What follows belongs to an exercise in optimizing a design on an open flow for small area, a short achievable clock period and few clock cycles per item; a production flow would make more cautious choices. Function was not checked in any run shown here: the RTL went through the layout flow alone. No activity file was given, so power comes from the tool's default toggle rates.

==> flow/design.v (outline; a module is shown in full before it is edited, if it fits) <==
// module multiplier: 1527 lines
// module mult_and2: 3 lines
// module mult_cb: 3 lines
// module mult_fa: 4 lines
// module mult_gc: 3 lines
// module mult_ha: 4 lines
// module mult_one: 3 lines
// module mult_or2: 3 lines
// module mult_pp: 3 lines
// module mult_pps: 3 lines
// module mult_two: 3 lines
// module mult_xnor: 3 lines
// module mult_xor: 3 lines
// module mult_y: 3 lines
module multiplier(
	input logic clk,
	input logic rst,
	input logic start_flag,
	input logic[15:0] a,
	input logic[15:0] b,
	output logic[31:0] result,
	output logic status
	);
  // ...
==> flow/flow/run.sh <==
#!/bin/bash
set -euo pipefail
cd "$(dirname "$0")/.."
export BUFFER_PORTS_ARGS="-buffer_cell sky130_fd_sc_hd__buf_2"
bash standard.sh > make.log 2>&1
==> flow/standard.sh <==
#!/bin/bash
# synth_recipe.tcl (not shown) runs the flow's synth.tcl, then flattens the netlist and writes it again
# the make line also repeats each setting of config.mk as NAME=value (left out here)
make -C /OpenROAD-flow-scripts/flow DESIGN_CONFIG=/design/flow/config.mk WORK_HOME=/design/flow/orfs CLKGATE_MAP_FILE= SYNTH_SCRIPT=/design/flow/synth_recipe.tcl "${@:-finish}"
==> flow/config.mk <==
export PLATFORM = sky130hd
export DESIGN_NAME = multiplier
export DESIGN_NICKNAME = multiplier
export VERILOG_FILES = /design/flow/design.v
export SDC_FILE = /design/flow/constraint.sdc
export NUM_CORES = 4
export LEC_CHECK = 0
export CAP_MARGIN = 20
export CORE_MARGIN = 2
export CORE_UTILIZATION = 40
export GPL_TIMING_DRIVEN = 0
export SLEW_MARGIN = 20
export SYNTH_HIERARCHICAL = 1
==> flow/constraint.sdc <==
create_clock -name core_clock -period 4.0 [get_ports {clk}]
set_input_delay 0.8000 -clock core_clock [delete_from_list [all_inputs] [get_ports {clk}]]
set_output_delay 0.8000 -clock core_clock [all_outputs]
set_load 0.01 [all_outputs]
==> flow_summary_export.csv, run 1 <==
group,metric,value,unit
run,drv_cap,0,
clock_network,cts.clk_slew.worst_paths,0.05,ns
place,pre_cts_slack,-0.665,ns
critical_path,crit_cells,8,
pwr,p_comb_frac,0.734,
route,viasPerCell,5.51,
cells_and_area,nFlopsAndLatches,62,
timing,setup_ws,0.170,ns
timing,relSlewSlack,0.513,
critical_path,critical-path-slowest-cell,"fa_1",
yosys,ys.flop_type,"dfxtp_1",
critical_path,crit_path_end_kind,"flop",
cells_and_area,syn_to_final_growth,14.9,%
cells_and_area,clock_cell_area_share,0.0329,
cells_and_area,nonClkBufAreaFrac,0.0680,
place,dpl.hpwl,14500,um
place,io_buffers,67,
global_route,grt_use_met1,0.253,
timing,period_minus_slack,3.83,ns
cells_and_area,multi_input_area_share,0.721,
outcome,status,"complete, no violations",
cells_and_area,fillers,1742,
floorplanning,tap_cells,234,
critical_path,critical_path_class,"in2reg",
clock_network,tritoncts,"yes",
critical_path,endpoint,"q18_1$_DFF_P_",
floorplanning,fp-row-count,50,
yosys,synth_edf_count,0,
pwr,switching_share,0.413,
yosys,synth_top_family_by_area,"adder cells",
pwr,powerClk,0.000750,W
critical_path,cp-start-kind,"primary input",
yosys,synth_top_area_share,0.229,
cells_and_area,drive_above_1_share,0.175,
place,place_area,0.00830,mm^2
==> inputs of run 2 (changes only) <==
--- a/flow/design.v
+++ b/flow/design.v
@@ -514,264 +514,187 @@
 	logic s902;
 	logic c903;
 	logic s905;
 	logic c906;
 	logic s908;
 	logic c909;
 	logic s911;
 	logic c912;
-	logic s913;
-	logic c914;
-	logic s916;
-	logic c917;
-	logic s919;
-	logic c920;
-	logic s922;
-	logic c923;
-	logic s925;
-	logic c926;
-	logic s928;
-	logic c929;
-	logic s931;
-	logic c932;
-	logic s934;
-	logic c935;
-	logic s937;
-	logic c938;
-	logic s940;
-	logic c941;
-	logic s943;
-	logic c944;
-	logic s946;
-	logic c947;
-	logic s949;
-	logic c950;
-	logic s952;
-	logic c953;
-	logic s955;
-	logic c956;
-	logic s958;
-	logic c959;
-	logic s961;
-	logic c962;
-	logic s964;
-	logic c965;
-	logic s967;
-	logic c968;
-	logic s970;
-	logic c971;
-	logic s973;
-	logic c974;
-	logic s976;
-	logic c977;
-	logic s979;
-	logic c980;
-	logic s982;
-	logic c983;
-	logic s985;
-	logic c986;
-	logic s988;
-	logic c989;
-	logic s991;
-	logic c992;
-	logic s994;
-	logic c995;
-	logic s997;
-	logic c998;
-	logic s1000;
-	logic c1001;
-	logic pg1003;
-	logic pp21004;
-	logic pg1007;
-	logic pp21008;
-	logic pg1011;
-	logic pp21012;
-	logic pg1015;
-	logic pp21016;
-	logic pg1019;
-	logic pp21020;
-	logic pg1023;
-	logic pp21024;
-	logic pg1027;
-	logic pp21028;
-	logic pg1031;
-	logic pp21032;
-	logic pg1035;
-	logic pp21036;
-	logic pg1039;
-	logic pp21040;
-	logic pg1043;
-	logic pp21044;
-	logic pg1047;
-	logic pp21048;
-	logic pg1051;
-	logic pp21052;
-	logic pg1055;
-	logic pp21056;
-	logic pg1059;
-	logic pp21060;
-	logic pg1063;
-	logic pp21064;
-	logic pg1067;
-	logic pp21068;
-	logic pg1071;
-	logic pp21072;
-	logic pg1075;
-	logic pp21076;
-	logic pg1079;
-	logic pp21080;
-	logic pg1083;
-	logic pp21084;
-	logic pg1087;
-	logic pp21088;
+	logic p913;
+	logic g915;
+	logic p917;
+	logic g919;
+	logic p921;
+	logic g923;
+	logic p925;
+	logic g927;
+	logic p929;
+	logic g931;
+	logic p933;
+	logic g935;
+	logic p937;
+	logic g939;
+	logic p941;
+	logic g943;
+	logic p945;
+	logic g947;
+	logic p949;
+	logic g951;
+	logic p953;
+	logic g955;
+	logic p957;
+	logic g959;
+	logic p961;
+	logic g963;
+	logic p965;
+	logic g967;
+	logic p969;
+	logic g971;
+	logic p973;
+	logic g975;
+	logic p977;
+	logic g979;
+	logic p981;
+	logic g983;
+	logic p985;
+	logic g987;
+	logic p989;
+	logic g991;
+	logic p993;
+	logic g995;
+	logic p997;
+	logic g999;
+	logic p1001;
+	logic g1003;
+	logic p1005;
+	logic g1007;
+	logic p1009;
+	logic g1011;
+	logic p1013;
+	logic g1015;
+	logic p1017;
+	logic g1019;
+	logic p1021;
+	logic g1023;
+	logic p1025;
+	logic g1027;
+	logic p1029;
+	logic g1031;
+	logic pa1033;
+	logic pa1035;
+	logic pg1037;
+	logic pa1039;
+	logic pg1041;
+	logic pa1043;
+	logic pg1045;
+	logic pa1047;
+	logic pg1049;
+	logic pa1051;
+	logic pg1053;
+	logic pa1055;
+	logic pg1057;
+	logic pa1059;
+	logic pg1061;
+	logic pa1063;
+	logic pg1065;
+	logic pa1067;
+	logic pg1069;
+	logic pa1071;
+	logic pg1073;
+	logic pa1075;
+	logic pg1077;
+	logic pa1079;
+	logic pg1081;
+	logic pa1083;
+	logic pg1085;
+	logic pa1087;
+	logic pg1089;
 	logic pg1091;
-	logic pp21092;
+	logic pa1093;
 	logic pg1095;
-	logic pp21096;
+	logic pa1097;
 	logic pg1099;
-	logic pp21100;
+	logic pa1101;
 	logic pg1103;
-	logic pp21104;
+	logic pa1105;
 	logic pg1107;
-	logic pp21108;
+	logic pa1109;
 	logic pg1111;
-	logic pp21112;
+	logic pa1113;
 	logic pg1115;
-	logic pp21116;
+	logic pa1117;
 	logic pg1119;
-	logic pp21120;
-	logic pg1123;
-	logic pp21124;
-	logic pg1127;
-	logic pp21128;
-	logic pg1131;
-	logic pp21132;
+	logic pg1121;
+	logic pa1123;
+	logic pg1125;
+	logic pa1127;
+	logic pg1129;
+	logic pa1131;
+	logic pg1133;
 	logic pg1135;
-	logic pp21136;
+	logic pa1137;
 	logic pg1139;
-	logic pp21140;
+	logic pg1141;
 	logic pg1143;
-	logic pp21144;
+	logic pg1145;
 	logic pg1147;
-	logic pp21148;
+	logic pg1149;
 	logic pg1151;
-	logic pp21152;
+	logic pg1153;
 	logic pg1155;
-	logic pp21156;
+	logic pg1157;
 	logic pg1159;
-	logic pp21160;
+	logic pg1161;
 	logic pg1163;
-	logic pp21164;
+	logic pg1165;
 	logic pg1167;
-	logic pp21168;
+	logic pg1169;
 	logic pg1171;
-	logic pp21172;
+	logic pg1173;
 	logic pg1175;
-	logic pp21176;
+	logic pg1177;
 	logic pg1179;
-	logic pp21180;
+	logic pg1181;
 	logic pg1183;
-	logic pp21184;
+	logic pg1185;
 	logic pg1187;
-	logic pp21188;
+	logic pg1189;
 	logic pg1191;
-	logic pp21192;
-	logic pg1195;
-	logic pp21196;
-	logic pg1199;
-	logic pp21200;
-	logic pg1203;
-	logic pp21204;
-	logic pg1207;
-	logic pp21208;
-	logic pg1211;
-	logic pp21212;
-	logic pg1215;
-	logic pp21216;
-	logic pg1219;
-	logic pp21220;
-	logic pg1223;
-	logic pp21224;
-	logic pg1227;
-	logic pp21228;
-	logic pg1231;
-	logic pp21232;
-	logic pg1235;
-	logic pp21236;
-	logic pg1239;
-	logic pp21240;
-	logic pg1243;
-	logic pp21244;
-	logic pg1247;
-	logic pp21248;
-	logic pg1251;
-	logic pp21252;
-	logic pg1255;
-	logic pp21256;
-	logic pg1259;
-	logic pp21260;
-	logic pg1263;
-	logic pp21264;
-	logic pg1267;
-	logic pp21268;
-	logic pg1271;
-	logic pp21272;
-	logic pg1275;
-	logic pp21276;
-	logic pg1279;
-	logic pp21280;
-	logic pg1283;
-	logic pp21284;
-	logic pg1287;
-	logic pp21288;
-	logic pg1291;
-	logic pp21292;
-	logic pg1295;
-	logic pp21296;
-	logic pg1299;
-	logic pp21300;
-	logic pg1303;
-	logic pp21304;
-	logic pg1307;
-	logic pp21308;
-	logic pg1311;
-	logic pp21312;
-	logic pg1315;
-	logic pp21316;
-	logic sum1319;
-	logic sum1321;
-	logic sum1323;
-	logic sum1325;
-	logic sum1327;
-	logic sum1329;
-	logic sum1331;
-	logic sum1333;
-	logic sum1335;
-	logic sum1337;
-	logic sum1339;
-	logic sum1341;
-	logic sum1343;
-	logic sum1345;
-	logic sum1347;
-	logic sum1349;
-	logic sum1351;
-	logic sum1353;
-	logic sum1355;
-	logic sum1357;
-	logic sum1359;
-	logic sum1361;
-	logic sum1363;
-	logic sum1365;
-	logic sum1367;
-	logic sum1369;
-	logic sum1371;
-	logic sum1373;
-	logic sum1375;
-	logic sum1377;
+	logic pg1193;
+	logic sum1195;
+	logic sum1197;
+	logic sum1199;
+	logic sum1201;
+	logic sum1203;
+	logic sum1205;
+	logic sum1207;
+	logic sum1209;
+	logic sum1211;
+	logic sum1213;
+	logic sum1215;
+	logic sum1217;
+	logic sum1219;
+	logic sum1221;
+	logic sum1223;
+	logic sum1225;
+	logic sum1227;
+	logic sum1229;
+	logic sum1231;
+	logic sum1233;
+	logic sum1235;
+	logic sum1237;
+	logic sum1239;
+	logic sum1241;
+	logic sum1243;
+	logic sum1245;
+	logic sum1247;
+	logic sum1249;
+	logic sum1251;
+	logic sum1253;
 	logic q0_0;
 	logic q0_1;
 	logic q1_0;
 	logic q2_0;
 	logic q2_1;
 	logic q3_0;
 	logic q3_1;
 	logic q4_0;
@@ -1232,234 +1155,187 @@
 	mult_fa u895 (.x(c745), .y(s816), .z(c814), .s(s893), .c(c894));
 	mult_fa u898 (.x(s754), .y(c817), .z(s819), .s(s896), .c(c897));
 	mult_fa u901 (.x(c755), .y(s822), .z(c820), .s(s899), .c(c900));
 	mult_fa u904 (.x(c758), .y(s825), .z(c823), .s(s902), .c(c903));
 	mult_fa u907 (.x(pp569), .y(s828), .z(c826), .s(s905), .c(c906));
 	mult_fa u910 (.x(pp503), .y(pp571), .z(c829), .s(s908), .c(c909));
 	assign s911 = ~pp573;
 	assign c912 = pp573;
-	mult_ha u915 (.x(q0_0), .y(q0_1), .s(s913), .c(c914));
-	mult_ha u918 (.x(q2_0), .y(q2_1), .s(s916), .c(c917));
-	mult_ha u921 (.x(q3_0), .y(q3_1), .s(s919), .c(c920));
-	mult_ha u924 (.x(q4_0), .y(q4_1), .s(s922), .c(c923));
-	mult_ha u927 (.x(q5_0), .y(q5_1), .s(s925), .c(c926));
-	mult_ha u930 (.x(q6_0), .y(q6_1), .s(s928), .c(c929));
-	mult_ha u933 (.x(q7_0), .y(q7_1), .s(s931), .c(c932));
-	mult_ha u936 (.x(q8_0), .y(q8_1), .s(s934), .c(c935));
-	mult_ha u939 (.x(q9_0), .y(q9_1), .s(s937), .c(c938));
-	mult_ha u942 (.x(q10_0), .y(q10_1), .s(s940), .c(c941));
-	mult_ha u945 (.x(q11_0), .y(q11_1), .s(s943), .c(c944));
-	mult_ha u948 (.x(q12_0), .y(q12_1), .s(s946), .c(c947));
-	mult_ha u951 (.x(q13_0), .y(q13_1), .s(s949), .c(c950));
-	mult_ha u954 (.x(q14_0), .y(q14_1), .s(s952), .c(c953));
-	mult_ha u957 (.x(q15_0), .y(q15_1), .s(s955), .c(c956));
-	mult_ha u960 (.x(q16_0), .y(q16_1), .s(s958), .c(c959));
-	mult_ha u963 (.x(q17_0), .y(q17_1), .s(s961), .c(c962));
-	mult_ha u966 (.x(q18_0), .y(q18_1), .s(s964), .c(c965));
-	mult_ha u969 (.x(q19_0), .y(q19_1), .s(s967), .c(c968));
-	mult_ha u972 (.x(q20_0), .y(q20_1), .s(s970), .c(c971));
-	mult_ha u975 (.x(q21_0), .y(q21_1), .s(s973), .c(c974));
-	mult_ha u978 (.x(q22_0), .y(q22_1), .s(s976), .c(c977));
-	mult_ha u981 (.x(q23_0), .y(q23_1), .s(s979), .c(c980));
-	mult_ha u984 (.x(q24_0), .y(q24_1), .s(s982), .c(c983));
-	mult_ha u987 (.x(q25_0), .y(q25_1), .s(s985), .c(c986));
-	mult_ha u990 (.x(q26_0), .y(q26_1), .s(s988), .c(c989));
-	mult_ha u993 (.x(q27_0), .y(q27_1), .s(s991), .c(c992));
-	mult_ha u996 (.x(q28_0), .y(q28_1), .s(s994), .c(c995));
-	mult_ha u999 (.x(q29_0), .y(q29_1), .s(s997), .c(c998));
-	mult_ha u1002 (.x(q30_0), .y(q30_1), .s(s1000), .c(c1001));
-	mult_and2 u1005 (.a(q1_0), .b(c914), .y(pg1003));
-	mult_and2 u1006 (.a(q1_0), .b(s913), .y(pp21004));
-	mult_gc u1009 (.gh(c920), .ph(s919), .gl(c917), .g(pg1007));
-	mult_and2 u1010 (.a(s919), .b(s916), .y(pp21008));
-	mult_gc u1013 (.gh(c926), .ph(s925), .gl(c923), .g(pg1011));
-	mult_and2 u1014 (.a(s925), .b(s922), .y(pp21012));
-	mult_gc u1017 (.gh(c932), .ph(s931), .gl(c929), .g(pg1015));
-	mult_and2 u1018 (.a(s931), .b(s928), .y(pp21016));
-	mult_gc u1021 (.gh(c938), .ph(s937), .gl(c935), .g(pg1019));
-	mult_and2 u1022 (.a(s937), .b(s934), .y(pp21020));
-	mult_gc u1025 (.gh(c944), .ph(s943), .gl(c941), .g(pg1023));
-	mult_and2 u1026 (.a(s943), .b(s940), .y(pp21024));
-	mult_gc u1029 (.gh(c950), .ph(s949), .gl(c947), .g(pg1027));
-	mult_and2 u1030 (.a(s949), .b(s946), .y(pp21028));
-	mult_gc u1033 (.gh(c956), .ph(s955), .gl(c953), .g(pg1031));
-	mult_and2 u1034 (.a(s955), .b(s952), .y(pp21032));
-	mult_gc u1037 (.gh(c962), .ph(s961), .gl(c959), .g(pg1035));
-	mult_and2 u1038 (.a(s961), .b(s958), .y(pp21036));
-	mult_gc u1041 (.gh(c968), .ph(s967), .gl(c965), .g(pg1039));
-	mult_and2 u1042 (.a(s967), .b(s964), .y(pp21040));
-	mult_gc u1045 (.gh(c974), .ph(s973), .gl(c971), .g(pg1043));
-	mult_and2 u1046 (.a(s973), .b(s970), .y(pp21044));
-	mult_gc u1049 (.gh(c980), .ph(s979), .gl(c977), .g(pg1047));
-	mult_and2 u1050 (.a(s979), .b(s976), .y(pp21048));
-	mult_gc u1053 (.gh(c986), .ph(s985), .gl(c983), .g(pg1051));
-	mult_and2 u1054 (.a(s985), .b(s982), .y(pp21052));
-	mult_gc u1057 (.gh(c992), .ph(s991), .gl(c989), .g(pg1055));
-	mult_and2 u1058 (.a(s991), .b(s988), .y(pp21056));
-	mult_gc u1061 (.gh(c998), .ph(s997), .gl(c995), .g(pg1059));
-	mult_and2 u1062 (.a(s997), .b(s994), .y(pp21060));
-	mult_gc u1065 (.gh(c917), .ph(s916), .gl(pg1003), .g(pg1063));
-	mult_and2 u1066 (.a(s916), .b(pp21004), .y(pp21064));
-	mult_gc u1069 (.gh(pg1007), .ph(pp21008), .gl(pg1003), .g(pg1067));
-	mult_and2 u1070 (.a(pp21008), .b(pp21004), .y(pp21068));
-	mult_gc u1073 (.gh(c929), .ph(s928), .gl(pg1011), .g(pg1071));
-	mult_and2 u1074 (.a(s928), .b(pp21012), .y(pp21072));
-	mult_gc u1077 (.gh(pg1015), .ph(pp21016), .gl(pg1011), .g(pg1075));
-	mult_and2 u1078 (.a(pp21016), .b(pp21012), .y(pp21076));
-	mult_gc u1081 (.gh(c941), .ph(s940), .gl(pg1019), .g(pg1079));
-	mult_and2 u1082 (.a(s940), .b(pp21020), .y(pp21080));
-	mult_gc u1085 (.gh(pg1023), .ph(pp21024), .gl(pg1019), .g(pg1083));
-	mult_and2 u1086 (.a(pp21024), .b(pp21020), .y(pp21084));
-	mult_gc u1089 (.gh(c953), .ph(s952), .gl(pg1027), .g(pg1087));
-	mult_and2 u1090 (.a(s952), .b(pp21028), .y(pp21088));
-	mult_gc u1093 (.gh(pg1031), .ph(pp21032), .gl(pg1027), .g(pg1091));
-	mult_and2 u1094 (.a(pp21032), .b(pp21028), .y(pp21092));
-	mult_gc u1097 (.gh(c965), .ph(s964), .gl(pg1035), .g(pg1095));
-	mult_and2 u1098 (.a(s964), .b(pp21036), .y(pp21096));
-	mult_gc u1101 (.gh(pg1039), .ph(pp21040), .gl(pg1035), .g(pg1099));
-	mult_and2 u1102 (.a(pp21040), .b(pp21036), .y(pp21100));
-	mult_gc u1105 (.gh(c977), .ph(s976), .gl(pg1043), .g(pg1103));
-	mult_and2 u1106 (.a(s976), .b(pp21044), .y(pp21104));
-	mult_gc u1109 (.gh(pg1047), .ph(pp21048), .gl(pg1043), .g(pg1107));
-	mult_and2 u1110 (.a(pp21048), .b(pp21044), .y(pp21108));
-	mult_gc u1113 (.gh(c989), .ph(s988), .gl(pg1051), .g(pg1111));
-	mult_and2 u1114 (.a(s988), .b(pp21052), .y(pp21112));
-	mult_gc u1117 (.gh(pg1055), .ph(pp21056), .gl(pg1051), .g(pg1115));
-	mult_and2 u1118 (.a(pp21056), .b(pp21052), .y(pp21116));
-	mult_gc u1121 (.gh(c1001), .ph(s1000), .gl(pg1059), .g(pg1119));
-	mult_and2 u1122 (.a(s1000), .b(pp21060), .y(pp21120));
-	mult_gc u1125 (.gh(c1001), .ph(s1000), .gl(pg1059), .g(pg1123));
-	mult_and2 u1126 (.a(s1000), .b(pp21060), .y(pp21124));
-	mult_gc u1129 (.gh(c923), .ph(s922), .gl(pg1067), .g(pg1127));
-	mult_and2 u1130 (.a(s922), .b(pp21068), .y(pp21128));
-	mult_gc u1133 (.gh(pg1011), .ph(pp21012), .gl(pg1067), .g(pg1131));
-	mult_and2 u1134 (.a(pp21012), .b(pp21068), .y(pp21132));
-	mult_gc u1137 (.gh(pg1071), .ph(pp21072), .gl(pg1067), .g(pg1135));
-	mult_and2 u1138 (.a(pp21072), .b(pp21068), .y(pp21136));
-	mult_gc u1141 (.gh(pg1075), .ph(pp21076), .gl(pg1067), .g(pg1139));
-	mult_and2 u1142 (.a(pp21076), .b(pp21068), .y(pp21140));
-	mult_gc u1145 (.gh(c947), .ph(s946), .gl(pg1083), .g(pg1143));
-	mult_and2 u1146 (.a(s946), .b(pp21084), .y(pp21144));
-	mult_gc u1149 (.gh(pg1027), .ph(pp21028), .gl(pg1083), .g(pg1147));
-	mult_and2 u1150 (.a(pp21028), .b(pp21084), .y(pp21148));
-	mult_gc u1153 (.gh(pg1087), .ph(pp21088), .gl(pg1083), .g(pg1151));
-	mult_and2 u1154 (.a(pp21088), .b(pp21084), .y(pp21152));
-	mult_gc u1157 (.gh(pg1091), .ph(pp21092), .gl(pg1083), .g(pg1155));
-	mult_and2 u1158 (.a(pp21092), .b(pp21084), .y(pp21156));
-	mult_gc u1161 (.gh(c971), .ph(s970), .gl(pg1099), .g(pg1159));
-	mult_and2 u1162 (.a(s970), .b(pp21100), .y(pp21160));
-	mult_gc u1165 (.gh(pg1043), .ph(pp21044), .gl(pg1099), .g(pg1163));
-	mult_and2 u1166 (.a(pp21044), .b(pp21100), .y(pp21164));
-	mult_gc u1169 (.gh(pg1103), .ph(pp21104), .gl(pg1099), .g(pg1167));
-	mult_and2 u1170 (.a(pp21104), .b(pp21100), .y(pp21168));
-	mult_gc u1173 (.gh(pg1107), .ph(pp21108), .gl(pg1099), .g(pg1171));
-	mult_and2 u1174 (.a(pp21108), .b(pp21100), .y(pp21172));
-	mult_gc u1177 (.gh(c995), .ph(s994), .gl(pg1115), .g(pg1175));
-	mult_and2 u1178 (.a(s994), .b(pp21116), .y(pp21176));
-	mult_gc u1181 (.gh(pg1059), .ph(pp21060), .gl(pg1115), .g(pg1179));
-	mult_and2 u1182 (.a(pp21060), .b(pp21116), .y(pp21180));
-	mult_gc u1185 (.gh(pg1119), .ph(pp21120), .gl(pg1115), .g(pg1183));
-	mult_and2 u1186 (.a(pp21120), .b(pp21116), .y(pp21184));
-	mult_gc u1189 (.gh(pg1123), .ph(pp21124), .gl(pg1115), .g(pg1187));
-	mult_and2 u1190 (.a(pp21124), .b(pp21116), .y(pp21188));
-	mult_gc u1193 (.gh(c935), .ph(s934), .gl(pg1139), .g(pg1191));
-	mult_and2 u1194 (.a(s934), .b(pp21140), .y(pp21192));
-	mult_gc u1197 (.gh(pg1019), .ph(pp21020), .gl(pg1139), .g(pg1195));
-	mult_and2 u1198 (.a(pp21020), .b(pp21140), .y(pp21196));
-	mult_gc u1201 (.gh(pg1079), .ph(pp21080), .gl(pg1139), .g(pg1199));
-	mult_and2 u1202 (.a(pp21080), .b(pp21140), .y(pp21200));
-	mult_gc u1205 (.gh(pg1083), .ph(pp21084), .gl(pg1139), .g(pg1203));
-	mult_and2 u1206 (.a(pp21084), .b(pp21140), .y(pp21204));
-	mult_gc u1209 (.gh(pg1143), .ph(pp21144), .gl(pg1139), .g(pg1207));
-	mult_and2 u1210 (.a(pp21144), .b(pp21140), .y(pp21208));
-	mult_gc u1213 (.gh(pg1147), .ph(pp21148), .gl(pg1139), .g(pg1211));
-	mult_and2 u1214 (.a(pp21148), .b(pp21140), .y(pp21212));
-	mult_gc u1217 (.gh(pg1151), .ph(pp21152), .gl(pg1139), .g(pg1215));
-	mult_and2 u1218 (.a(pp21152), .b(pp21140), .y(pp21216));
-	mult_gc u1221 (.gh(pg1155), .ph(pp21156), .gl(pg1139), .g(pg1219));
-	mult_and2 u1222 (.a(pp21156), .b(pp21140), .y(pp21220));
-	mult_gc u1225 (.gh(c983), .ph(s982), .gl(pg1171), .g(pg1223));
-	mult_and2 u1226 (.a(s982), .b(pp21172), .y(pp21224));
-	mult_gc u1229 (.gh(pg1051), .ph(pp21052), .gl(pg1171), .g(pg1227));
-	mult_and2 u1230 (.a(pp21052), .b(pp21172), .y(pp21228));
-	mult_gc u1233 (.gh(pg1111), .ph(pp21112), .gl(pg1171), .g(pg1231));
-	mult_and2 u1234 (.a(pp21112), .b(pp21172), .y(pp21232));
-	mult_gc u1237 (.gh(pg1115), .ph(pp21116), .gl(pg1171), .g(pg1235));
-	mult_and2 u1238 (.a(pp21116), .b(pp21172), .y(pp21236));
-	mult_gc u1241 (.gh(pg1175), .ph(pp21176), .gl(pg1171), .g(pg1239));
-	mult_and2 u1242 (.a(pp21176), .b(pp21172), .y(pp21240));
-	mult_gc u1245 (.gh(pg1179), .ph(pp21180), .gl(pg1171), .g(pg1243));
-	mult_and2 u1246 (.a(pp21180), .b(pp21172), .y(pp21244));
-	mult_gc u1249 (.gh(pg1183), .ph(pp21184), .gl(pg1171), .g(pg1247));
-	mult_and2 u1250 (.a(pp21184), .b(pp21172), .y(pp21248));
-	mult_gc u1253 (.gh(pg1187), .ph(pp21188), .gl(pg1171), .g(pg1251));
-	mult_and2 u1254 (.a(pp21188), .b(pp21172), .y(pp21252));
-	mult_gc u1257 (.gh(c959), .ph(s958), .gl(pg1219), .g(pg1255));
-	mult_and2 u1258 (.a(s958), .b(pp21220), .y(pp21256));
-	mult_gc u1261 (.gh(pg1035), .ph(pp21036), .gl(pg1219), .g(pg1259));
-	mult_and2 u1262 (.a(pp21036), .b(pp21220), .y(pp21260));
-	mult_gc u1265 (.gh(pg1095), .ph(pp21096), .gl(pg1219), .g(pg1263));
-	mult_and2 u1266 (.a(pp21096), .b(pp21220), .y(pp21264));
-	mult_gc u1269 (.gh(pg1099), .ph(pp21100), .gl(pg1219), .g(pg1267));
-	mult_and2 u1270 (.a(pp21100), .b(pp21220), .y(pp21268));
-	mult_gc u1273 (.gh(pg1159), .ph(pp21160), .gl(pg1219), .g(pg1271));
-	mult_and2 u1274 (.a(pp21160), .b(pp21220), .y(pp21272));
-	mult_gc u1277 (.gh(pg1163), .ph(pp21164), .gl(pg1219), .g(pg1275));
-	mult_and2 u1278 (.a(pp21164), .b(pp21220), .y(pp21276));
-	mult_gc u1281 (.gh(pg1167), .ph(pp21168), .gl(pg1219), .g(pg1279));
-	mult_and2 u1282 (.a(pp21168), .b(pp21220), .y(pp21280));
-	mult_gc u1285 (.gh(pg1171), .ph(pp21172), .gl(pg1219), .g(pg1283));
-	mult_and2 u1286 (.a(pp21172), .b(pp21220), .y(pp21284));
-	mult_gc u1289 (.gh(pg1223), .ph(pp21224), .gl(pg1219), .g(pg1287));
-	mult_and2 u1290 (.a(pp21224), .b(pp21220), .y(pp21288));
-	mult_gc u1293 (.gh(pg1227), .ph(pp21228), .gl(pg1219), .g(pg1291));
-	mult_and2 u1294 (.a(pp21228), .b(pp21220), .y(pp21292));
-	mult_gc u1297 (.gh(pg1231), .ph(pp21232), .gl(pg1219), .g(pg1295));
-	mult_and2 u1298 (.a(pp21232), .b(pp21220), .y(pp21296));
-	mult_gc u1301 (.gh(pg1235), .ph(pp21236), .gl(pg1219), .g(pg1299));
-	mult_and2 u1302 (.a(pp21236), .b(pp21220), .y(pp21300));
-	mult_gc u1305 (.gh(pg1239), .ph(pp21240), .gl(pg1219), .g(pg1303));
-	mult_and2 u1306 (.a(pp21240), .b(pp21220), .y(pp21304));
-	mult_gc u1309 (.gh(pg1243), .ph(pp21244), .gl(pg1219), .g(pg1307));
-	mult_and2 u1310 (.a(pp21244), .b(pp21220), .y(pp21308));
-	mult_gc u1313 (.gh(pg1247), .ph(pp21248), .gl(pg1219), .g(pg1311));
-	mult_and2 u1314 (.a(pp21248), .b(pp21220), .y(pp21312));
-	mult_gc u1317 (.gh(pg1251), .ph(pp21252), .gl(pg1219), .g(pg1315));
-	mult_and2 u1318 (.a(pp21252), .b(pp21220), .y(pp21316));
-	mult_xor u1320 (.a(q1_0), .b(c914), .y(sum1319));
-	mult_xor u1322 (.a(s916), .b(pg1003), .y(sum1321));
-	mult_xor u1324 (.a(s919), .b(pg1063), .y(sum1323));
-	mult_xor u1326 (.a(s922), .b(pg1067), .y(sum1325));
-	mult_xor u1328 (.a(s925), .b(pg1127), .y(sum1327));
-	mult_xor u1330 (.a(s928), .b(pg1131), .y(sum1329));
-	mult_xor u1332 (.a(s931), .b(pg1135), .y(sum1331));
-	mult_xor u1334 (.a(s934), .b(pg1139), .y(sum1333));
-	mult_xor u1336 (.a(s937), .b(pg1191), .y(sum1335));
-	mult_xor u1338 (.a(s940), .b(pg1195), .y(sum1337));
-	mult_xor u1340 (.a(s943), .b(pg1199), .y(sum1339));
-	mult_xor u1342 (.a(s946), .b(pg1203), .y(sum1341));
-	mult_xor u1344 (.a(s949), .b(pg1207), .y(sum1343));
-	mult_xor u1346 (.a(s952), .b(pg1211), .y(sum1345));
-	mult_xor u1348 (.a(s955), .b(pg1215), .y(sum1347));
-	mult_xor u1350 (.a(s958), .b(pg1219), .y(sum1349));
-	mult_xor u1352 (.a(s961), .b(pg1255), .y(sum1351));
-	mult_xor u1354 (.a(s964), .b(pg1259), .y(sum1353));
-	mult_xor u1356 (.a(s967), .b(pg1263), .y(sum1355));
-	mult_xor u1358 (.a(s970), .b(pg1267), .y(sum1357));
-	mult_xor u1360 (.a(s973), .b(pg1271), .y(sum1359));
-	mult_xor u1362 (.a(s976), .b(pg1275), .y(sum1361));
-	mult_xor u1364 (.a(s979), .b(pg1279), .y(sum1363));
-	mult_xor u1366 (.a(s982), .b(pg1283), .y(sum1365));
-	mult_xor u1368 (.a(s985), .b(pg1287), .y(sum1367));
-	mult_xor u1370 (.a(s988), .b(pg1291), .y(sum1369));
-	mult_xor u1372 (.a(s991), .b(pg1295), .y(sum1371));
-	mult_xor u1374 (.a(s994), .b(pg1299), .y(sum1373));
-	mult_xor u1376 (.a(s997), .b(pg1303), .y(sum1375));
-	mult_xor u1378 (.a(s1000), .b(pg1307), .y(sum1377));
+	mult_xor u914 (.a(q0_0), .b(q0_1), .y(p913));
+	mult_nand2 u916 (.a(q0_0), .b(q0_1), .y(g915));
+	mult_xor u918 (.a(q2_0), .b(q2_1), .y(p917));
+	mult_nand2 u920 (.a(q2_0), .b(q2_1), .y(g919));
+	mult_xor u922 (.a(q3_0), .b(q3_1), .y(p921));
+	mult_nand2 u924 (.a(q3_0), .b(q3_1), .y(g923));
+	mult_xor u926 (.a(q4_0), .b(q4_1), .y(p925));
+	mult_nand2 u928 (.a(q4_0), .b(q4_1), .y(g927));
+	mult_xor u930 (.a(q5_0), .b(q5_1), .y(p929));
+	mult_nand2 u932 (.a(q5_0), .b(q5_1), .y(g931));
+	mult_xor u934 (.a(q6_0), .b(q6_1), .y(p933));
+	mult_nand2 u936 (.a(q6_0), .b(q6_1), .y(g935));
+	mult_xor u938 (.a(q7_0), .b(q7_1), .y(p937));
+	mult_nand2 u940 (.a(q7_0), .b(q7_1), .y(g939));
+	mult_xor u942 (.a(q8_0), .b(q8_1), .y(p941));
+	mult_nand2 u944 (.a(q8_0), .b(q8_1), .y(g943));
+	mult_xor u946 (.a(q9_0), .b(q9_1), .y(p945));
+	mult_nand2 u948 (.a(q9_0), .b(q9_1), .y(g947));
+	mult_xor u950 (.a(q10_0), .b(q10_1), .y(p949));
+	mult_nand2 u952 (.a(q10_0), .b(q10_1), .y(g951));
+	mult_xor u954 (.a(q11_0), .b(q11_1), .y(p953));
+	mult_nand2 u956 (.a(q11_0), .b(q11_1), .y(g955));
+	mult_xor u958 (.a(q12_0), .b(q12_1), .y(p957));
+	mult_nand2 u960 (.a(q12_0), .b(q12_1), .y(g959));
+	mult_xor u962 (.a(q13_0), .b(q13_1), .y(p961));
+	mult_nand2 u964 (.a(q13_0), .b(q13_1), .y(g963));
+	mult_xor u966 (.a(q14_0), .b(q14_1), .y(p965));
+	mult_nand2 u968 (.a(q14_0), .b(q14_1), .y(g967));
+	mult_xor u970 (.a(q15_0), .b(q15_1), .y(p969));
+	mult_nand2 u972 (.a(q15_0), .b(q15_1), .y(g971));
+	mult_xor u974 (.a(q16_0), .b(q16_1), .y(p973));
+	mult_nand2 u976 (.a(q16_0), .b(q16_1), .y(g975));
+	mult_xor u978 (.a(q17_0), .b(q17_1), .y(p977));
+	mult_nand2 u980 (.a(q17_0), .b(q17_1), .y(g979));
+	mult_xor u982 (.a(q18_0), .b(q18_1), .y(p981));
+	mult_nand2 u984 (.a(q18_0), .b(q18_1), .y(g983));
+	mult_xor u986 (.a(q19_0), .b(q19_1), .y(p985));
+	mult_nand2 u988 (.a(q19_0), .b(q19_1), .y(g987));
+	mult_xor u990 (.a(q20_0), .b(q20_1), .y(p989));
+	mult_nand2 u992 (.a(q20_0), .b(q20_1), .y(g991));
+	mult_xor u994 (.a(q21_0), .b(q21_1), .y(p993));
+	mult_nand2 u996 (.a(q21_0), .b(q21_1), .y(g995));
+	mult_xor u998 (.a(q22_0), .b(q22_1), .y(p997));
+	mult_nand2 u1000 (.a(q22_0), .b(q22_1), .y(g999));
+	mult_xor u1002 (.a(q23_0), .b(q23_1), .y(p1001));
+	mult_nand2 u1004 (.a(q23_0), .b(q23_1), .y(g1003));
+	mult_xor u1006 (.a(q24_0), .b(q24_1), .y(p1005));
+	mult_nand2 u1008 (.a(q24_0), .b(q24_1), .y(g1007));
+	mult_xor u1010 (.a(q25_0), .b(q25_1), .y(p1009));
+	mult_nand2 u1012 (.a(q25_0), .b(q25_1), .y(g1011));
+	mult_xor u1014 (.a(q26_0), .b(q26_1), .y(p1013));
+	mult_nand2 u1016 (.a(q26_0), .b(q26_1), .y(g1015));
+	mult_xor u1018 (.a(q27_0), .b(q27_1), .y(p1017));
+	mult_nand2 u1020 (.a(q27_0), .b(q27_1), .y(g1019));
+	mult_xor u1022 (.a(q28_0), .b(q28_1), .y(p1021));
+	mult_nand2 u1024 (.a(q28_0), .b(q28_1), .y(g1023));
+	mult_xor u1026 (.a(q29_0), .b(q29_1), .y(p1025));
+	mult_nand2 u1028 (.a(q29_0), .b(q29_1), .y(g1027));
+	mult_xor u1030 (.a(q30_0), .b(q30_1), .y(p1029));
+	mult_nand2 u1032 (.a(q30_0), .b(q30_1), .y(g1031));
+	mult_and011 u1034 (.a(q1_0), .b(g915), .y(pa1033));
+	mult_and001 u1036 (.a(p921), .b(p917), .y(pa1035));
+	mult_g1010 u1038 (.gh(g923), .ph(p921), .gl(g919), .g(pg1037));
+	mult_and001 u1040 (.a(p929), .b(p925), .y(pa1039));
+	mult_g1010 u1042 (.gh(g931), .ph(p929), .gl(g927), .g(pg1041));
+	mult_and001 u1044 (.a(p937), .b(p933), .y(pa1043));
+	mult_g1010 u1046 (.gh(g939), .ph(p937), .gl(g935), .g(pg1045));
+	mult_and001 u1048 (.a(p945), .b(p941), .y(pa1047));
+	mult_g1010 u1050 (.gh(g947), .ph(p945), .gl(g943), .g(pg1049));
+	mult_and001 u1052 (.a(p953), .b(p949), .y(pa1051));
+	mult_g1010 u1054 (.gh(g955), .ph(p953), .gl(g951), .g(pg1053));
+	mult_and001 u1056 (.a(p961), .b(p957), .y(pa1055));
+	mult_g1010 u1058 (.gh(g963), .ph(p961), .gl(g959), .g(pg1057));
+	mult_and001 u1060 (.a(p969), .b(p965), .y(pa1059));
+	mult_g1010 u1062 (.gh(g971), .ph(p969), .gl(g967), .g(pg1061));
+	mult_and001 u1064 (.a(p977), .b(p973), .y(pa1063));
+	mult_g1010 u1066 (.gh(g979), .ph(p977), .gl(g975), .g(pg1065));
+	mult_and001 u1068 (.a(p985), .b(p981), .y(pa1067));
+	mult_g1010 u1070 (.gh(g987), .ph(p985), .gl(g983), .g(pg1069));
+	mult_and001 u1072 (.a(p993), .b(p989), .y(pa1071));
+	mult_g1010 u1074 (.gh(g995), .ph(p993), .gl(g991), .g(pg1073));
+	mult_and001 u1076 (.a(p1001), .b(p997), .y(pa1075));
+	mult_g1010 u1078 (.gh(g1003), .ph(p1001), .gl(g999), .g(pg1077));
+	mult_and001 u1080 (.a(p1009), .b(p1005), .y(pa1079));
+	mult_g1010 u1082 (.gh(g1011), .ph(p1009), .gl(g1007), .g(pg1081));
+	mult_and001 u1084 (.a(p1017), .b(p1013), .y(pa1083));
+	mult_g1010 u1086 (.gh(g1019), .ph(p1017), .gl(g1015), .g(pg1085));
+	mult_and001 u1088 (.a(p1025), .b(p1021), .y(pa1087));
+	mult_g1010 u1090 (.gh(g1027), .ph(p1025), .gl(g1023), .g(pg1089));
+	mult_g0111 u1092 (.gh(pg1037), .ph(pa1035), .gl(pa1033), .g(pg1091));
+	mult_and110 u1094 (.a(pa1043), .b(pa1039), .y(pa1093));
+	mult_g0101 u1096 (.gh(pg1045), .ph(pa1043), .gl(pg1041), .g(pg1095));
+	mult_and110 u1098 (.a(pa1051), .b(pa1047), .y(pa1097));
+	mult_g0101 u1100 (.gh(pg1053), .ph(pa1051), .gl(pg1049), .g(pg1099));
+	mult_and110 u1102 (.a(pa1059), .b(pa1055), .y(pa1101));
+	mult_g0101 u1104 (.gh(pg1061), .ph(pa1059), .gl(pg1057), .g(pg1103));
+	mult_and110 u1106 (.a(pa1067), .b(pa1063), .y(pa1105));
+	mult_g0101 u1108 (.gh(pg1069), .ph(pa1067), .gl(pg1065), .g(pg1107));
+	mult_and110 u1110 (.a(pa1075), .b(pa1071), .y(pa1109));
+	mult_g0101 u1112 (.gh(pg1077), .ph(pa1075), .gl(pg1073), .g(pg1111));
+	mult_and110 u1114 (.a(pa1083), .b(pa1079), .y(pa1113));
+	mult_g0101 u1116 (.gh(pg1085), .ph(pa1083), .gl(pg1081), .g(pg1115));
+	mult_and011 u1118 (.a(p1029), .b(pa1087), .y(pa1117));
+	mult_g1000 u1120 (.gh(g1031), .ph(p1029), .gl(pg1089), .g(pg1119));
+	mult_g1010 u1122 (.gh(pg1095), .ph(pa1093), .gl(pg1091), .g(pg1121));
+	mult_and001 u1124 (.a(pa1101), .b(pa1097), .y(pa1123));
+	mult_g1010 u1126 (.gh(pg1103), .ph(pa1101), .gl(pg1099), .g(pg1125));
+	mult_and001 u1128 (.a(pa1109), .b(pa1105), .y(pa1127));
+	mult_g1010 u1130 (.gh(pg1111), .ph(pa1109), .gl(pg1107), .g(pg1129));
+	mult_and100 u1132 (.a(pa1117), .b(pa1113), .y(pa1131));
+	mult_g0111 u1134 (.gh(pg1119), .ph(pa1117), .gl(pg1115), .g(pg1133));
+	mult_g0101 u1136 (.gh(pg1125), .ph(pa1123), .gl(pg1121), .g(pg1135));
+	mult_and011 u1138 (.a(pa1131), .b(pa1127), .y(pa1137));
+	mult_g1000 u1140 (.gh(pg1133), .ph(pa1131), .gl(pg1129), .g(pg1139));
+	mult_g0111 u1142 (.gh(pg1139), .ph(pa1137), .gl(pg1135), .g(pg1141));
+	mult_g0111 u1144 (.gh(pg1129), .ph(pa1127), .gl(pg1135), .g(pg1143));
+	mult_g1000 u1146 (.gh(pg1099), .ph(pa1097), .gl(pg1121), .g(pg1145));
+	mult_g1010 u1148 (.gh(pg1107), .ph(pa1105), .gl(pg1135), .g(pg1147));
+	mult_g1010 u1150 (.gh(pg1115), .ph(pa1113), .gl(pg1143), .g(pg1149));
+	mult_g0111 u1152 (.gh(pg1041), .ph(pa1039), .gl(pg1091), .g(pg1151));
+	mult_g0101 u1154 (.gh(pg1049), .ph(pa1047), .gl(pg1121), .g(pg1153));
+	mult_g0101 u1156 (.gh(pg1057), .ph(pa1055), .gl(pg1145), .g(pg1155));
+	mult_g0111 u1158 (.gh(pg1065), .ph(pa1063), .gl(pg1135), .g(pg1157));
+	mult_g0101 u1160 (.gh(pg1073), .ph(pa1071), .gl(pg1147), .g(pg1159));
+	mult_g0111 u1162 (.gh(pg1081), .ph(pa1079), .gl(pg1143), .g(pg1161));
+	mult_g0101 u1164 (.gh(pg1089), .ph(pa1087), .gl(pg1149), .g(pg1163));
+	mult_g1010 u1166 (.gh(g919), .ph(p917), .gl(pa1033), .g(pg1165));
+	mult_g1010 u1168 (.gh(g927), .ph(p925), .gl(pg1091), .g(pg1167));
+	mult_g1010 u1170 (.gh(g935), .ph(p933), .gl(pg1151), .g(pg1169));
+	mult_g1000 u1172 (.gh(g943), .ph(p941), .gl(pg1121), .g(pg1171));
+	mult_g1010 u1174 (.gh(g951), .ph(p949), .gl(pg1153), .g(pg1173));
+	mult_g1000 u1176 (.gh(g959), .ph(p957), .gl(pg1145), .g(pg1175));
+	mult_g1010 u1178 (.gh(g967), .ph(p965), .gl(pg1155), .g(pg1177));
+	mult_g1010 u1180 (.gh(g975), .ph(p973), .gl(pg1135), .g(pg1179));
+	mult_g1010 u1182 (.gh(g983), .ph(p981), .gl(pg1157), .g(pg1181));
+	mult_g1000 u1184 (.gh(g991), .ph(p989), .gl(pg1147), .g(pg1183));
+	mult_g1010 u1186 (.gh(g999), .ph(p997), .gl(pg1159), .g(pg1185));
+	mult_g1010 u1188 (.gh(g1007), .ph(p1005), .gl(pg1143), .g(pg1187));
+	mult_g1010 u1190 (.gh(g1015), .ph(p1013), .gl(pg1161), .g(pg1189));
+	mult_g1000 u1192 (.gh(g1023), .ph(p1021), .gl(pg1149), .g(pg1191));
+	mult_g1010 u1194 (.gh(g1031), .ph(p1029), .gl(pg1163), .g(pg1193));
+	mult_xnor u1196 (.a(q1_0), .b(g915), .y(sum1195));
+	mult_xnor u1198 (.a(p917), .b(pa1033), .y(sum1197));
+	mult_xor u1200 (.a(p921), .b(pg1165), .y(sum1199));
+	mult_xnor u1202 (.a(p925), .b(pg1091), .y(sum1201));
+	mult_xor u1204 (.a(p929), .b(pg1167), .y(sum1203));
+	mult_xnor u1206 (.a(p933), .b(pg1151), .y(sum1205));
+	mult_xor u1208 (.a(p937), .b(pg1169), .y(sum1207));
+	mult_xor u1210 (.a(p941), .b(pg1121), .y(sum1209));
+	mult_xor u1212 (.a(p945), .b(pg1171), .y(sum1211));
+	mult_xnor u1214 (.a(p949), .b(pg1153), .y(sum1213));
+	mult_xor u1216 (.a(p953), .b(pg1173), .y(sum1215));
+	mult_xor u1218 (.a(p957), .b(pg1145), .y(sum1217));
+	mult_xor u1220 (.a(p961), .b(pg1175), .y(sum1219));
+	mult_xnor u1222 (.a(p965), .b(pg1155), .y(sum1221));
+	mult_xor u1224 (.a(p969), .b(pg1177), .y(sum1223));
+	mult_xnor u1226 (.a(p973), .b(pg1135), .y(sum1225));
+	mult_xor u1228 (.a(p977), .b(pg1179), .y(sum1227));
+	mult_xnor u1230 (.a(p981), .b(pg1157), .y(sum1229));
+	mult_xor u1232 (.a(p985), .b(pg1181), .y(sum1231));
+	mult_xor u1234 (.a(p989), .b(pg1147), .y(sum1233));
+	mult_xor u1236 (.a(p993), .b(pg1183), .y(sum1235));
+	mult_xnor u1238 (.a(p997), .b(pg1159), .y(sum1237));
+	mult_xor u1240 (.a(p1001), .b(pg1185), .y(sum1239));
+	mult_xnor u1242 (.a(p1005), .b(pg1143), .y(sum1241));
+	mult_xor u1244 (.a(p1009), .b(pg1187), .y(sum1243));
+	mult_xnor u1246 (.a(p1013), .b(pg1161), .y(sum1245));
+	mult_xor u1248 (.a(p1017), .b(pg1189), .y(sum1247));
+	mult_xor u1250 (.a(p1021), .b(pg1149), .y(sum1249));
+	mult_xor u1252 (.a(p1025), .b(pg1191), .y(sum1251));
+	mult_xnor u1254 (.a(p1029), .b(pg1163), .y(sum1253));
 	always_ff @(posedge clk) begin
 		q0_0 <= cb3;
 		q0_1 <= pp39;
 		q1_0 <= pp41;
 		q2_0 <= s830;
 		q2_1 <= pp111;
 		q3_0 <= c831;
 		q3_1 <= s833;
@@ -1517,36 +1393,57 @@
 		q29_1 <= s911;
 		q30_0 <= c912;
 		q30_1 <= pp575;
 	end
 	always_ff @(posedge clk or negedge rst) begin
 		if(~rst) done <= 1'b0;
 		else done <= start_flag;
 	end
-	assign result = {~pg1311, sum1377, sum1375, sum1373, sum1371, sum1369, sum1367, sum1365, sum1363, sum1361, sum1359, sum1357, sum1355, sum1353, sum1351, sum1349, sum1347, sum1345, sum1343, sum1341, sum1339, sum1337, sum1335, sum1333, sum1331, sum1329, sum1327, sum1325, sum1323, sum1321, sum1319, s913};
+	assign result = {~pg1193, sum1253, sum1251, sum1249, sum1247, sum1245, sum1243, sum1241, sum1239, sum1237, sum1235, sum1233, sum1231, sum1229, sum1227, sum1225, sum1223, sum1221, sum1219, sum1217, sum1215, sum1213, sum1211, sum1209, sum1207, sum1205, sum1203, sum1201, sum1199, sum1197, sum1195, p913};
 	assign status = done;
 endmodule
-module mult_and2(input logic a, input logic b, output logic y);
-	assign y = a & b;
+module mult_and001(input logic a, input logic b, output logic y);
+	assign y = ~(a & b);
+endmodule
+module mult_and011(input logic a, input logic b, output logic y);
+	assign y = ~(a & ~b);
+endmodule
+module mult_and100(input logic a, input logic b, output logic y);
+	assign y = (~a & b);
+endmodule
+module mult_and110(input logic a, input logic b, output logic y);
+	assign y = (~a & ~b);
 endmodule
 module mult_cb(input logic b1, input logic b0, input logic bm, output logic cb);
 	assign cb = b1 & ~(b0 & bm);
 endmodule
 module mult_fa(input logic x, input logic y, input logic z, output logic s, output logic c);
 	assign s = x ^ y ^ z;
 	assign c = (x & y) | (x & z) | (y & z);
 endmodule
-module mult_gc(input logic gh, input logic ph, input logic gl, output logic g);
-	assign g = gh | (ph & gl);
+module mult_g0101(input logic gh, input logic ph, input logic gl, output logic g);
+	assign g = ~(gh | (~ph & gl));
+endmodule
+module mult_g0111(input logic gh, input logic ph, input logic gl, output logic g);
+	assign g = ~(gh | (~ph & ~gl));
+endmodule
+module mult_g1000(input logic gh, input logic ph, input logic gl, output logic g);
+	assign g = (~gh | (ph & gl));
+endmodule
+module mult_g1010(input logic gh, input logic ph, input logic gl, output logic g);
+	assign g = (~gh | (ph & ~gl));
 endmodule
 module mult_ha(input logic x, input logic y, output logic s, output logic c);
 	assign s = x ^ y;
 	assign c = x & y;
 endmodule
+module mult_nand2(input logic a, input logic b, output logic y);
+	assign y = ~(a & b);
+endmodule
 module mult_one(input logic b0, input logic bm, output logic one);
 	assign one = b0 ^ bm;
 endmodule
 module mult_or2(input logic a, input logic b, output logic y);
 	assign y = a | b;
 endmodule
 module mult_pp(input logic one, input logic two, input logic y0, input logic y1, output logic p);
 	assign p = (one & y0) | (two & y1);
==> run 2 against run 1 <==
Global-route usage down 1.4 points. Routed wire length down 9.2%. Synthesized area down 1.9%. Count of clock-buffer cells in the layout unchanged. Final area down 0.91%. Cell count up 2.7%. Non-clock buffer count up 2. Critical path type unchanged. Critical endpoint is now q15_1$_DFF_P_. Largest cell class unchanged. Largest power group unchanged.
==> flow_summary_export.csv, run 2 <==
group,metric,value,unit
timing,final_hold_viol_count,0,
pwr,switching_share,0.425,
pwr,p_sw,0.00275,W
yosys,ys_ff_latch,62,
clock_network,tritoncts,"yes",
yosys,synthAdderAreaFrac,0.261,
critical_path,crit_chain,"clkbuf_4 > nand2b_1 > o22ai_4 > a22o_1 > fa_1 > fa_1 > fa_1 > fa_1",
critical_path,crit_cells,8,
pwr,max-vdd-ir-drop,0.421,mV
yosys,synth_compound_area_frac,0.242,
yosys,yosys_warnings,7,
run,drv_cap,0,
pwr,cellInternalPower,0.00373,W
clock_network,cts.sinks,62,
yosys,synthTopCellsByCount,"xor2_1 (184), a22o_1 (128), fa_1 (87)",
yosys,synth_top_family_by_area,"adder cells",
clock_network,htreeDepth,3,
timing,setup_viol,0,
cells_and_area,layout_common_cells,"xor2_1 (176), a22o_1 (128), fa_1 (87)",
cells_and_area,nets,943,
yosys,synth_xor_xnor_area_share,0.234,
timing,period_minus_slack,3.80,ns
floorplanning,die_area,0.0198,mm^2
critical_path,critical-path-slowest-cell,"fa_1",
route,ant_nets,0,
floorplanning,die_y,141,um
floorplanning,fp-row-count,50,
place,pre_cts_slack,-0.664,ns
critical_path,cp_max_fo,24,
pwr,clock_power_share,0.122,
timing,setup_ws,0.203,ns
route,viasPerCell,5.12,
timing,slew_violations,0,
yosys,ys_seq_area_frac,0.167,
cells_and_area,diodes,0,
cells_and_area,syn_to_final_growth,16.0,%
timing,finalCritPeriodShare,0.949,
yosys,synth_mux_area_frac,0,
cells_and_area,fillers,1777,
yosys,synth_cell_types,21,
place,io_buffers,67,
global_route,grt_pass1_vias,5475,
timing,relSlewSlack,0.523,
cells_and_area,multiInputGateArea,0.00605,mm^2
cells_and_area,fin_util,0.468,
critical_path,slowest_delay,0.58,ns
critical_path,crit_path_end_kind,"flop",
clock_network,ctsHoldBuffers,0,
floorplanning,initial_core_util,0.404,
global_route,antenna_found_initial,0,
timing,grt_setup_unrepaired,"false",
outcome,status,"complete, no violations",
yosys,synth_edf_count,0,
clock_network,cts_root_buf,"clkbuf_16",
yosys,synth_largest_area_cell,"fa_1",
clock_network,clockBufferDepth,2,
critical_path,crit_required,4.21,ns
timing,worst_pin_slew,0.714,ns
critical_path,critical-path-top-delay-family,"adder cells",
place,gp_congestion,0.831,
pwr,power_density,747,mW/mm^2
critical_path,crit_buf_inv,1,
floorplanning,core_region_area,0.0185,mm^2
yosys,avgSynthCellArea,10.4,um^2
cells_and_area,seqCellArea,0.00125,mm^2
yosys,yosysMostFrequentCell,"xor2_1",
critical_path,cp_common_cell,"fa_1",
place,dpl.hpwl,13100,um
yosys,synthTopCellsByArea,"fa_1 (23%), xor2_1 (22%), dfxtp_1 (16%), a22o_1 (15%), o21ai_2 (3.5%)",
route,route.detailed.drc,0,
critical_path,critical_path_class,"in2reg",
yosys,synth_top_area_share,0.233,
clock_network,cts.clk_slew.worst_paths,0.05,ns
global_route,track_usage,0.175,
timing,fmax,263,MHz
route,avgRoutedWirePerCell,15.8,um
hold_path,min_path_type,"in2async",
global_route,grt_max_degree,25,
yosys,postSynthCellCount,720,
pwr,seq_power_share,0.166,
route,dr.pass1.iters,5,
floorplanning,chipWidth,141,um
floorplanning,io_pins,68,
clock_network,numCtsBuffers,9,
yosys,async_flop_share,0.0161,
critical_path,arrival,4.01,ns
route,drt_iter0_drc,238,
global_route,grt-ovfl-total,0,
critical_path,cp-start-kind,"primary input",
pwr,p_leak,3.95,nW
cells_and_area,final_common_cell,"xor2_1",
route,dr_total_vias,5339,
yosys,ys.flop_type,"dfxtp_1",
pwr,p_comb_frac,0.711,
route,routed_wl,16500,um
yosys,synth-simple-area-share,0.0410,
cells_and_area,drive_above_1_share,0.224,
yosys,syn_area,0.00748,mm^2
global_route,grt_pass1_wl,27700,um
[run 2: what timing repair did]
action / CTS / global route
hold endpoints to repair: 0 / 0
resized for setup: 17 / 10
pin swaps: 0 / 1
setup buffers: 0 / 3
endpoints found under the setup margin: 20 / 21
[run 2: routing by layer]
metal  wire [um]  global-route usage
met2        7450               0.279
met1        8100               0.244
met4         115              0.0432
met3         834              0.0374
met5           0                   0
[run 2: kinds of logic after synthesis]
group | after synthesis
AOI/OAI and AO/OA | 203
DFF | 62
xor gates and xnor gates | 200
other | 1
adders and majority gates | 104
and+or+nand+nor | 73
buffers and inverters | 77
[run 2: stage by stage]
step	power [W]	hold slack (ns)	area, um^2	setup TNS (ns)	instances
after floorplan	0.00459	0.504	7490	0	723
after global placement	0.00565	0.574	8120	-16.09	1024
after detailed placement	0.00573	0.576	8160	-11.62	1024
after CTS	0.00658	0.210	8590	0	1040
after global routing	0.00716	0.207	8670	0	1043
final	0.00648	0.223	8670	0	1043
[run 2: power groups by stage]
stage               combinational [W]  clock (W)  sequential [W]
floorplan                     0.00352          0         0.00107
global placement              0.00456          0         0.00109
detailed placement            0.00464          0         0.00109
CTS                           0.00468   0.000819         0.00108
global route                  0.00521   0.000842         0.00111
finish                        0.00461   0.000793         0.00108
[run 2: layout make-up]
type / instances / area share
timing repair buffer: 70 / 0.0433
sequential: 62 / 0.144
clock inverter: 3 / 0.00490
inverter: 46 / 0.0199
buffer: 31 / 0.0268
clock buffer: 13 / 0.0300
multi-input combinational: 584 / 0.698
tap: 234 / 0.0338
[run 2: how the worst max path moves through the flow]
stage                       from            end  slack [ns]
floorplan                   b[1]  q15_1$_DFF_P_        0.26
global placement            b[9]  q16_1$_DFF_P_       -0.85
detailed placement          b[3]  q16_1$_DFF_P_       -0.66
CTS                         b[1]  q15_1$_DFF_P_       0.002
global route        q3_0$_DFF_P_     result[29]        0.06
finish                      b[3]  q15_1$_DFF_P_        0.20
[run 2: Yosys stat by module (local to each module, per instance), a selection]
module       cells  flops+latches
mult_two         3              0
mult_ha          1              0
mult_g0111       1              0
mult_pps         1              0
mult_nand2       1              0
mult_and110      1              0
mult_and001      1              0

-- what the ideal ports hide --
Ports are ideal in the flow. The routed layouts listed here were re-timed in OpenROAD. Step 1 (the two cells are an assumption about what drives the block):
set clk [get_ports {clk}]
set_driving_cell -lib_cell sky130_fd_sc_hd__clkbuf_16 $clk
set_driving_cell -lib_cell sky130_fd_sc_hd__buf_2 [delete_from_list [all_inputs] $clk]
Step 2, shift: input delay + t, output delay - t, t = (earliest + latest rising clock arrival at the registers) / 2. This alone moves slack from input paths to output paths. a / b / c = no drivers / after step 1 / after step 2; a / b = the first two.
| run | t, ns | setup slack, ns | worst setup path at the end | latest minus earliest clock arrival (ns) | worst data-port slew with drivers (ns) |
|---|---|---|---|---|---|
| run 1 | 0.384 | 0.170 / 0.180 / -0.203 | input to register | 0.011 / 0.011 | 0.04 |
| run 2 | 0.378 | 0.203 / 0.176 / -0.161 | input to register | 0.010 / 0.010 | 0.05 |
With both steps, setup timing fails in run 1 and run 2, where it was met with ideal ports. For run 1, which loses most, drivers alone change the setup slack by +0.010 ns; drivers and shift together by -0.373 ns.
